What follows belongs to an exercise in optimizing a design on an open flow for a short achievable clock period and few clock cycles; a production flow would make more cautious choices. The RTL was checked by simulation tests, not by an equivalence proof against the original design.

==> wip/fjord <==
## processor
module processor( input         clk, reset,
                  output [31:0] PC,
                  input  [31:0] instruction,
                  output        WE,
                  output [31:0] address_to_mem,
                  output [31:0] data_to_mem,
                  input  [31:0] data_from_mem
                );
    reg  [31:0] pca_q, pcb_q;   
    reg         pcsel_q;
    reg         pcselo_q;       
    reg  [12:0] ad_lo;
    reg  [19:0] ad_hi, ad_hp, ad_hm;
    reg         ad_s;           
    reg         mc_q;           
    reg         s2_v;           
    reg         s2_wen;         
    reg  [3:0]  s2_k;
    reg  [4:0]  s2_rd;
    reg  [31:0] s2_a, s2_b;
    reg  [31:0] sd_q;           
    reg         we_q;
    reg         d_rem, d_first;
    reg  [31:0] d_r, d_q;
    reg  [1:0]  d_idx;          
    wire [31:0] pc_cur;
    rv_pcmux pcmux_int ( .sel(pcsel_q), .a(pca_q), .b(pcb_q), .y(pc_cur) );
    rv_pcmux pcmux_out ( .sel(pcselo_q), .a(pca_q), .b(pcb_q), .y(PC) );
    assign WE = we_q;
    assign data_to_mem = sd_q;
    wire [31:0] pc4 = pc_cur + 32'd4;
    wire [31:0] sum;
    rv_addr addr_inst ( .lo(ad_lo), .hi(ad_hi), .hp(ad_hp), .hm(ad_hm), .s(ad_s), .y(sum) );
    assign address_to_mem = sum;
    wire [31:0] o_r, o_q, d_res;
    wire [1:0]  n_idx;
    wire        d_done;
    rv_div div_inst ( .a(s2_a), .b(s2_b), .rem(d_rem), .first(d_first),
                      .r_in(d_r), .q_in(d_q), .idx_in(d_idx),
                      .r_next(o_r), .q_next(o_q), .idx_next(n_idx),
                      .done(d_done), .res(d_res) );
    wire [31:0] s2_res;
    rv_alu alu_inst ( .k(s2_k), .a(s2_a), .b(s2_b), .pc4(pc4), .div_res(d_res),
                      .res(s2_res) );
    wire s2_isdiv = s2_v && s2_k == 4'd7;
    wire stall    = s2_isdiv && !d_done;
    wire s2_write = s2_v && s2_wen && !stall;
    wire [1023:0] rf_flat;
    assign rf_flat[31:0] = 32'd0;
    genvar gi;
    generate
        for (gi = 1; gi < 32; gi = gi + 1) begin : g_rf
            reg [31:0] r;
            always @(posedge clk)
                if (s2_write && s2_rd == gi) r <= s2_res;
            assign rf_flat[gi*32 +: 32] = r;
  ...
export LEC_CHECK = 0
export CAP_MARGIN = 20
export CORE_MARGIN = 2
export CORE_UTILIZATION = 40
export SLEW_MARGIN = 20
export SYNTH_HIERARCHICAL = 1
create_clock -name core_clock -period 150.0 [get_ports {clk}]
run.sh (not shown) runs the stock make flow with config.mk's settings and CLKGATE_MAP_FILE= SYNTH_SCRIPT=/design/flow/synth_recipe.tcl, a recipe that flattens the netlist after the stock synthesis.
==> inputs of wip/cedar, as changes to wip/fjord <==
==> flow/flow/run.sh (new file) <==
#!/bin/bash
# The standard ORFS layout (the standard.sh), with repair_timing asked to
# keep a setup margin: the I/O delays are fixed at 30 ns, so at the 150 ns
# clock every path has a large positive slack and the resizer would otherwise
# leave the critical paths alone.
set -euo pipefail
bash standard.sh SETUP_SLACK_MARGIN=118.5 finish > standard_make.log 2>&1
==> flow/standard.sh (new file) <==
#!/bin/bash
# synth_recipe.tcl (not shown) runs the flow's synth.tcl, then flattens the netlist and writes it again
# the make line also repeats each setting of config.mk as NAME=value (left out here)
make -C /OpenROAD-flow-scripts/flow DESIGN_CONFIG=/design/flow/config.mk WORK_HOME=/design/flow/orfs CLKGATE_MAP_FILE= SYNTH_SCRIPT=/design/flow/synth_recipe.tcl "${@:-finish}"
removed: flow/run.sh
==> inputs of wip/yarrow, as changes to wip/fjord <==
==> flow/flow/run.sh (new file) <==
#!/bin/bash
# The standard ORFS layout (the standard.sh), with repair_timing asked to
# keep a setup margin: the I/O delays are fixed at 30 ns, so at the 150 ns
# clock every path has a large positive slack and the resizer would otherwise
# leave the critical paths alone.
set -euo pipefail
bash standard.sh SETUP_SLACK_MARGIN=118.5 finish > standard_make.log 2>&1
==> flow/standard.sh (new file) <==
#!/bin/bash
# synth_recipe.tcl (not shown) runs the flow's synth.tcl, then flattens the netlist and writes it again
# the make line also repeats each setting of config.mk as NAME=value (left out here)
make -C /OpenROAD-flow-scripts/flow DESIGN_CONFIG=/design/flow/config.mk WORK_HOME=/design/flow/orfs CLKGATE_MAP_FILE= SYNTH_SCRIPT=/design/flow/synth_recipe.tcl "${@:-finish}"
CAP_MARGIN = 40   (was 20)
SLEW_MARGIN = 40   (was 20)
removed: flow/run.sh
==> notes.md <==
- The lowest non-clock buffer count belongs to wip/fjord, the highest to wip/cedar.
- Cell area: wip/fjord < wip/yarrow < wip/cedar.
- The highest via count belongs to wip/cedar, the lowest to wip/fjord.
- In die area, wip/cedar and wip/yarrow do not differ.
Testbench counts of wip/fjord, summed over its fixed seeds: cycles 32,599.
Testbench counts of wip/cedar, summed over its fixed seeds: cycles 32,599.
Testbench counts of wip/yarrow, summed over its fixed seeds: cycles 32,599.

## separate check: timing with driven ports
How much do the figures lean on ideal ports? The routed layouts below were timed once more, with nothing changed but the port constraints.
Step 1, drivers: a clkbuf_16 drives clk and a buf_2 each remaining input, both assumed.
Step 2 also shifts input and output timing later by t, the mid clock arrival at the registers, as if the neighbouring blocks saw the same clock.
a / b / c = ideal / step 1 / step 2; a / b = the first two.
run	shift t [ns]	slack for setup (ns)	clock arrival spread, ns	cell pins on the clock port's net
wip/fjord	0.972	114.096 / 113.912 / 112.940	0.070 / 0.070	1
wip/cedar	0.945	117.306 / 117.122 / 116.178	0.061 / 0.061	1
wip/yarrow	0.955	117.300 / 117.108 / 116.154	0.081 / 0.081	1
After both steps every run listed still meets setup and hold. For wip/fjord, which loses most, drivers alone change the setup slack by -0.184 ns; drivers and shift together by -1.156 ns.
